Background: an optimization exercise with open tools, aiming at small area. Do not read the settings as production practice.
RTL that was checked went through simulation tests only; none was proved equivalent to the original.
Power and IR drop assume default switching activity.

Setup of oak:
Design ChrisLinn, start of the top module:
module ChrisLinn(clk,rst,k1,k2,k3,k4,k5,k6,k7,hK,lK,out,bugO,yimashuchu);
export LEC_CHECK = 0
export CAP_MARGIN = 20
export CORE_MARGIN = 2
export CORE_UTILIZATION = 70
export SLEW_MARGIN = 20
create_clock -name core_clock -period 10.0 [get_ports {clk}]
standard.sh (not shown) runs the stock make flow with config.mk's settings and CLKGATE_MAP_FILE= SYNTH_SCRIPT=/design/flow/synth_recipe.tcl, a recipe that flattens the netlist after the stock synthesis.
==> flow/flow/run.sh <==
#!/bin/bash
# Layout flow: the standard ORFS flow (standard.sh) with three changes:
#  - synthesis maps logic with an area-oriented ABC script (flow/abc.script)
#    and without the half/full-adder extraction step;
#  - ports are buffered with sky130_fd_sc_hd__buf_1;
#  - clock tree synthesis uses clkbuf_8 and no dummy loads.
# Every ORFS step writes its own log under orfs/logs; make's output goes to
# flow_make.log here.
set -euo pipefail
W=$(pwd)
rm -rf "$W/scripts"
cp -r "$FLOW_HOME/scripts" "$W/scripts"
cp "$W/flow/abc.script" "$W/scripts/abc_speed.script"
bash "$W/standard.sh" \
  SCRIPTS_DIR="$W/scripts" \
  ADDER_MAP_FILE= \
  BUFFER_PORTS_ARGS="-buffer_cell sky130_fd_sc_hd__buf_1" \
  CTS_ARGS="-sink_clustering_enable -repair_clock_nets -buf_list sky130_fd_sc_hd__clkbuf_8 -dont_use_dummy_load" \
  finish > "$W/flow_make.log" 2>&1
==> flow/flow/abc.script <==
strash
&get -n
&deepsyn -T 60
&put
&get -n
&dch -f
&nf -a
&put
The inputs of pine differ from those of oak as listed below.
==> flow/flow/abc.script <==
strash
&get -n
&deepsyn -T 60
&put
&get -n
&dch -f
&nf -a -R 1000
&put
strash
&get -n
&deepsyn -T 60
&put
&get -n
&dch -f
&nf -a -R 1000
&put
[summary]
- In terms of post-synthesis share of cell area spent on xor and xnor gates, pine and oak differ only marginally.
- Global-route total usage across every layer: pine vs oak, no meaningful difference
- Critical path endpoint = inst.s[1]: oak; critical path endpoint = inst.s[2]: pine
- Delta (pine minus oak): share of the synthesized area in compound gates (AO/OA/AOI/OAI) shows a reduction of 1.6 points; post-CTS setup buffer count has remained practically unchanged.
Input-level comparison between birch and pine:
Settings: CORE_UTILIZATION: 70 -> 80; CTS_BUF_LIST: unset -> sky130_fd_sc_hd__clkbuf_8.
==> flow/run.sh (new file) <==
#!/bin/bash
# synth_recipe.tcl (not shown) runs the flow's synth.tcl, then flattens the netlist and writes it again
# the make line also repeats each setting of config.mk as NAME=value (left out here)
make -C /OpenROAD-flow-scripts/flow DESIGN_CONFIG=/design/flow/config.mk WORK_HOME=/design/flow/orfs CLKGATE_MAP_FILE= SYNTH_SCRIPT=/design/flow/synth_recipe.tcl finish
removed: flow/flow/run.sh
removed: flow/flow/abc.script
removed: flow/standard.sh
birch | status: complete | timing, DRC, antenna: pass
birch vs. pine: global-route wire length before repair higher; combinational power higher; sequential share of layout area lower; part of the power in combinational logic higher.
Taking pine over birch, the post-synthesis instance total ratio works out to 0.907.
birch vs. pine: number of enable flip-flop cells after synthesis was more or less identical; clock power picked up an extra 50%; power up 16%; critical path depth decreased by 7 relative to the old numbers.
The final reports for birch and pine show post-synthesis compound-gate area fraction lower in the former.
Here is what was changed in the inputs of maple compared with birch.
Settings: swapping 80 for 70 in CORE_UTILIZATION; swapping sky130_fd_sc_hd__clkbuf_8 for sky130_fd_sc_hd__clkbuf_4 sky130_fd_sc_hd__clkbuf_8 in CTS_BUF_LIST.
==> comparison <==
Taking birch as the reference point, the wire length of maple falls by 3400 microns. Relative to birch, worst setup timing slack at the placement stage decreased by 0.056 ns in maple. [maple vs birch] met3 routed wirelength: lower in maple.

* * *

The RTL this note starts from:
==> flow/design.v <==
module ChrisLinn(clk,rst,k1,k2,k3,k4,k5,k6,k7,hK,lK,out,bugO,yimashuchu);
	input clk,rst;
	input k1,k2,k3,k4,k5,k6,k7,hK,lK;
	output out,bugO;
	output [4:0] yimashuchu;
	wire d1,d2,d3,d4,d5,d6,d7,dh,dl;
	BugKiller inst13(.in(k1),.clk1M(clk),.rst(rst),.out(d1));
	BugKiller inst14(.in(k2),.clk1M(clk),.rst(rst),.out(d2));
	BugKiller inst15(.in(k3),.clk1M(clk),.rst(rst),.out(d3));
	BugKiller inst16(.in(k4),.clk1M(clk),.rst(rst),.out(d4));
	BugKiller inst17(.in(k5),.clk1M(clk),.rst(rst),.out(d5));
	BugKiller inst18(.in(k6),.clk1M(clk),.rst(rst),.out(d6));
	BugKiller inst19(.in(k7),.clk1M(clk),.rst(rst),.out(d7));
	BugKiller inst20(.in(hK),.clk1M(clk),.rst(rst),.out(dh));
	BugKiller inst21(.in(lK),.clk1M(clk),.rst(rst),.out(dl));
	AngryPuppy inst2(.in1(d1),.in2(d2),.in3(d3),.in4(d4),.in5(d5),.in6(d6),.in7(d7),
		.hKey(dh),.lKey(dl),.signal(yimashuchu));
	Gen inst(.signal(yimashuchu),.clk1M(clk),.rst(rst),.out(out));
	assign bugO = d1;
endmodule
module BugKiller (in,clk1M,rst,out);
	input  in,clk1M,rst;
	output out;
	reg g, idle;
	reg [17:0] y;
	wire tA = ~g & ((y & 18'h37a07) == 18'h17207);
	wire tB =  g & ((y & 18'h3beff) == 18'h21e84);
	wire term = ~idle & (tA | tB);
	always @ (posedge clk1M) begin
		y <= ~({y[16:0], ~(y[17] ^ y[10])} | {18{idle}});
		if (rst) begin
			g <= 1'b0;
			idle <= 1'b1;
		end else begin
			idle <= idle ? (g ^ in) : term;
			if (term) g <= ~in;
		end
	end
	assign out = ~g;
endmodule
module AngryPuppy (in1,in2,in3,in4,in5,in6,in7,hKey,lKey,signal);
	input  in1,in2,in3,in4,in5,in6,in7,hKey,lKey;
	output [4:0] signal;
	wire in1,in2,in3,in4,in5,in6,in7,hKey,lKey;
	reg [4:0] signal;
	always @(in1 or in2 or in3 or in4 or in5 or in6 or in7 or hKey or lKey)
		begin
			if(!hKey)
				begin
					if(!in1)      signal<=5'b10000;
					else if(!in2) signal<=5'b10001;
					else if(!in3) signal<=5'b10010;
					else if(!in4) signal<=5'b10011;
					else if(!in5) signal<=5'b10100;
					else if(!in6) signal<=5'b10101;
					else if(!in7) signal<=5'b10110;
					else 		  signal<=5'b11111;
				end
			else if(!lKey)
				begin
					if(!in1)      signal<=5'b01000;
					else if(!in2) signal<=5'b01001;
					else if(!in3) signal<=5'b01010;
					else if(!in4) signal<=5'b01011;
					else if(!in5) signal<=5'b01100;
					else if(!in6) signal<=5'b01101;
					else if(!in7) signal<=5'b01110;
					else 		  signal<=5'b11111;
				end
			else
				begin
					if(!in1) 	  signal<=5'b00000;
					else if(!in2) signal<=5'b00001;
					else if(!in3) signal<=5'b00010;
					else if(!in4) signal<=5'b00011;
					else if(!in5) signal<=5'b00100;
					else if(!in6) signal<=5'b00101;
					else if(!in7) signal<=5'b00110;
					else 		  signal<=5'b11111;
				end
		end
endmodule
module Gen(signal,clk1M,rst,out);
	input [4:0] signal;
	input clk1M;
	input rst;
	output out;
	localparam C = 2;
	reg [11:0] s;
	reg out;
	reg [11:0] K, P;
	always @* begin
		case(signal)
			5'b00000: begin K = 500000/523-1+C; P = 1000000/523+C; end
			5'b00001: begin K = 500000/587-1+C; P = 1000000/587+C; end
			5'b00010: begin K = 500000/659-1+C; P = 1000000/659+C; end
			5'b00011: begin K = 500000/698-1+C; P = 1000000/698+C; end
			5'b00100: begin K = 500000/784-1+C; P = 1000000/784+C; end
			5'b00101: begin K = 500000/880-1+C; P = 1000000/880+C; end
			5'b00110: begin K = 500000/998-1+C; P = 1000000/998+C; end
			5'b01000: begin K = 1000000/523-1+C; P = 2000000/523+C; end
			5'b01001: begin K = 1000000/587-1+C; P = 2000000/587+C; end
			5'b01010: begin K = 1000000/659-1+C; P = 2000000/659+C; end
			5'b01011: begin K = 1000000/698-1+C; P = 2000000/698+C; end
			5'b01100: begin K = 1000000/784-1+C; P = 2000000/784+C; end
			5'b01101: begin K = 1000000/880-1+C; P = 2000000/880+C; end
			5'b01110: begin K = 1000000/998-1+C; P = 2000000/998+C; end
			5'b10000: begin K = 250000/523-1+C; P = 500000/523+C; end
			5'b10001: begin K = 250000/587-1+C; P = 500000/587+C; end
			5'b10010: begin K = 250000/659-1+C; P = 500000/659+C; end
			5'b10011: begin K = 250000/698-1+C; P = 500000/698+C; end
			5'b10100: begin K = 250000/784-1+C; P = 500000/784+C; end
			5'b10101: begin K = 250000/880-1+C; P = 500000/880+C; end
			default:  begin K = 250000/998-1+C; P = 500000/998+C; end
		endcase
	end
	wire sil = &signal;
	always @ (posedge clk1M)
		if (rst | sil) begin
			s <= C;
			out <= 1'b0;
		end else begin
			if (s < K) out <= 1'b0;
			else if (s > K && s < P) out <= 1'b1;
			s <= (s >= P) ? C : s + 12'd1;
		end
endmodule
export LEC_CHECK = 0
export CAP_MARGIN = 20
export CORE_MARGIN = 2
export CORE_UTILIZATION = 70
export SLEW_MARGIN = 20
create_clock -name core_clock -period 10.0 [get_ports {clk}]
==> flow/flow/run.sh <==
#!/bin/bash
# Layout flow: the standard ORFS flow (standard.sh) with three changes:
#  - synthesis maps logic with an area-oriented ABC script (flow/abc.script)
#    and without the half/full-adder extraction step;
#  - ports are buffered with sky130_fd_sc_hd__buf_1;
#  - clock tree synthesis uses clkbuf_8 and no dummy loads.
# Every ORFS step writes its own log under orfs/logs; make's output goes to
# flow_make.log here.
set -euo pipefail
W=$(pwd)
rm -rf "$W/scripts"
cp -r "$FLOW_HOME/scripts" "$W/scripts"
cp "$W/flow/abc.script" "$W/scripts/abc_speed.script"
bash "$W/standard.sh" \
  SCRIPTS_DIR="$W/scripts" \
  ADDER_MAP_FILE= \
  BUFFER_PORTS_ARGS="-buffer_cell sky130_fd_sc_hd__buf_1" \
  CTS_ARGS="-sink_clustering_enable -repair_clock_nets -buf_list sky130_fd_sc_hd__clkbuf_8 -dont_use_dummy_load -sink_buffer_max_cap_derate 1.0" \
  finish > "$W/flow_make.log" 2>&1
==> flow/flow/abc.script <==
strash
&get -n
&deepsyn -T 60
&put
&get -n
&dch -f
&nf -a
&put
The first run passed the timing, design-rule and antenna checks.
Change:
--- a/flow/flow/run.sh
+++ b/flow/flow/run.sh
@@ -5,3 +5,3 @@
 #  - ports are buffered with sky130_fd_sc_hd__buf_1;
-#  - clock tree synthesis uses clkbuf_8 and no dummy loads.
+#  - clock tree synthesis uses buf_6 and no dummy loads.
 # Every ORFS step writes its own log under orfs/logs; make's output goes to
@@ -17,3 +17,3 @@
   BUFFER_PORTS_ARGS="-buffer_cell sky130_fd_sc_hd__buf_1" \
-  CTS_ARGS="-sink_clustering_enable -repair_clock_nets -buf_list sky130_fd_sc_hd__clkbuf_8 -dont_use_dummy_load -sink_buffer_max_cap_derate 1.0" \
+  CTS_ARGS="-sink_clustering_enable -repair_clock_nets -buf_list sky130_fd_sc_hd__buf_6 -dont_use_dummy_load" \
   finish > "$W/flow_make.log" 2>&1
==> flow/flow/abc.script (replaced) <==
strash
&get -n
&deepsyn -I 3 -J 200
&put
&get -n
&dch -f
&nf -a -R 1000
&put
strash
&get -n
&deepsyn -I 3 -J 200
&put
&get -n
&dch -f
&nf -a -R 1000
&put
strash
&get -n
&deepsyn -I 3 -J 200
&put
&get -n
&dch -f
&nf -a -R 1000
&put
The new run ran to the end with no violations.
Routed wire length goes down by a few percent.
Total power falls slightly.
Global-route usage shrinks by 0.89 points.
Worst hold slack improves by 0.016 ns.
Setup slack gets better by 0.25 ns.
Change:
--- a/flow/flow/run.sh
+++ b/flow/flow/run.sh
@@ -5,3 +5,3 @@
 #  - ports are buffered with sky130_fd_sc_hd__buf_1;
-#  - clock tree synthesis uses buf_6 and no dummy loads.
+#  - clock tree synthesis uses clkbuf_8 and no dummy loads.
 # Every ORFS step writes its own log under orfs/logs; make's output goes to
@@ -17,3 +17,3 @@
   BUFFER_PORTS_ARGS="-buffer_cell sky130_fd_sc_hd__buf_1" \
-  CTS_ARGS="-sink_clustering_enable -repair_clock_nets -buf_list sky130_fd_sc_hd__buf_6 -dont_use_dummy_load" \
+  CTS_ARGS="-sink_clustering_enable -repair_clock_nets -buf_list sky130_fd_sc_hd__clkbuf_8 -dont_use_dummy_load" \
   finish > "$W/flow_make.log" 2>&1
What happened:
- The new run finished with timing, DRC and antenna clean
- synthesized cell count is unchanged
- routed wire length drops by 0.34%
- non-clock buffer count stays the same
- die area stays the same
- count of clock-buffer cells in the layout is unchanged
- cell count does not change
- global-route usage barely changes
- worst hold slack is about the same

* * *

ChrisLinn, a different RTL version from the one above (not shown whole).
Size in the first run: about 190 flip-flops, roughly 0.0061 sq mm of cells after synthesis.
==> flow/config.mk <==
export PLATFORM = sky130hd
export DESIGN_NAME = ChrisLinn
export DESIGN_NICKNAME = ChrisLinn
export VERILOG_FILES = /design/flow/design.v
export SDC_FILE = /design/flow/constraint.sdc
export NUM_CORES = 4
export LEC_CHECK = 0
export CAP_MARGIN = 20
export CORE_MARGIN = 2
export CORE_UTILIZATION = 70
export SLEW_MARGIN = 20
==> flow/constraint.sdc <==
create_clock -name core_clock -period 10.0 [get_ports {clk}]
set_input_delay 2.0000 -clock core_clock [delete_from_list [all_inputs] [get_ports {clk}]]
set_output_delay 2.0000 -clock core_clock [all_outputs]
set_load 0.01 [all_outputs]
==> flow/flow/run.sh <==
#!/bin/bash
# Layout flow: the standard ORFS flow (standard.sh) with three changes:
#  - synthesis maps logic with an area-oriented ABC script (flow/abc.script)
#    and without the half/full-adder extraction step;
#  - ports are buffered with sky130_fd_sc_hd__buf_1;
#  - clock tree synthesis uses clkbuf_8 and no dummy loads.
# Every ORFS step writes its own log under orfs/logs; make's output goes to
# flow_make.log here.
set -euo pipefail
W=$(pwd)
rm -rf "$W/scripts"
cp -r "$FLOW_HOME/scripts" "$W/scripts"
cp "$W/flow/abc.script" "$W/scripts/abc_speed.script"
bash "$W/standard.sh" \
  SCRIPTS_DIR="$W/scripts" \
  ADDER_MAP_FILE= \
  BUFFER_PORTS_ARGS="-buffer_cell sky130_fd_sc_hd__buf_1" \
  CTS_ARGS="-sink_clustering_enable -repair_clock_nets -buf_list sky130_fd_sc_hd__clkbuf_8 -dont_use_dummy_load" \
  finish > "$W/flow_make.log" 2>&1
==> flow/flow/abc.script <==
strash
&get -n
&deepsyn -T 60
&put
&get -n
&dch -f
&nf -a -R 1000
&put
strash
&get -n
&deepsyn -T 60
&put
&get -n
&dch -f
&nf -a -R 1000
&put
Rerun with:
CORE_UTILIZATION = 78   (was 70)
Outcome:
- routed wire length increases by 14%
- synthesized cell count does not change
- total power rose by 0.57%
- clock power hardly moves
- worst setup slack is worse by 0.036 ns
- cell area hardly moves
- global-route usage grows by 6.6 points
- clock-buffer cell count is unchanged
No run of this note included a check of the RTL's function; only the layout flow was run.

==> what the ideal ports hide <==
Ports are ideal in the flow. The routed layouts listed here were re-timed in OpenROAD. Step 1, drivers: a clkbuf_16 drives clk and a buf_2 each remaining input, both assumed. Step 2 also shifts input and output timing later by t, the mid clock arrival at the registers, as if the neighbouring blocks saw the same clock. Three values: ideal, step 1, step 2; two values: the first two.
| run | shift t [ns] | slack for setup (ns) | worst hold slack (ns) | slew at the worst register clock pin (ns) | pins driven straight from the clock port |
|---|---|---|---|---|---|
| oak | 0.470 | 5.523 / 5.523 / 5.523 | 0.355 / 0.355 / 0.355 | 0.10 / 0.10 | 1 |
| pine | 0.454 | 5.114 / 5.114 / 5.114 | 0.352 / 0.352 / 0.352 | 0.10 / 0.10 | 1 |
| birch | 0.496 | 5.106 / 5.106 / 5.106 | 0.382 / 0.382 / 0.382 | 0.11 / 0.11 | 1 |
| maple | 0.492 | 5.197 / 5.197 / 5.197 | 0.381 / 0.381 / 0.381 | 0.09 / 0.09 | 1 |
| the first run of note 2 | 0.470 | 5.523 / 5.523 / 5.523 | 0.355 / 0.355 / 0.355 | 0.10 / 0.10 | 1 |
| the second run of note 2 | 0.436 | 5.770 / 5.735 / 6.065 | 0.371 / 0.371 / 0.371 | 0.11 / 0.11 | 1 |
| the third run of note 2 | 0.460 | 5.756 / 5.721 / 6.027 | 0.371 / 0.371 / 0.371 | 0.10 / 0.10 | 1 |
| the first run of note 3 | 0.459 | 4.924 / 4.891 / 5.116 | 0.372 / 0.372 / 0.372 | 0.10 / 0.10 | 1 |
| the second run of note 3 | 0.468 | 4.888 / 4.853 / 5.177 | 0.379 / 0.379 / 0.379 | 0.10 / 0.10 | 1 |
After both steps every run listed still meets setup and hold.
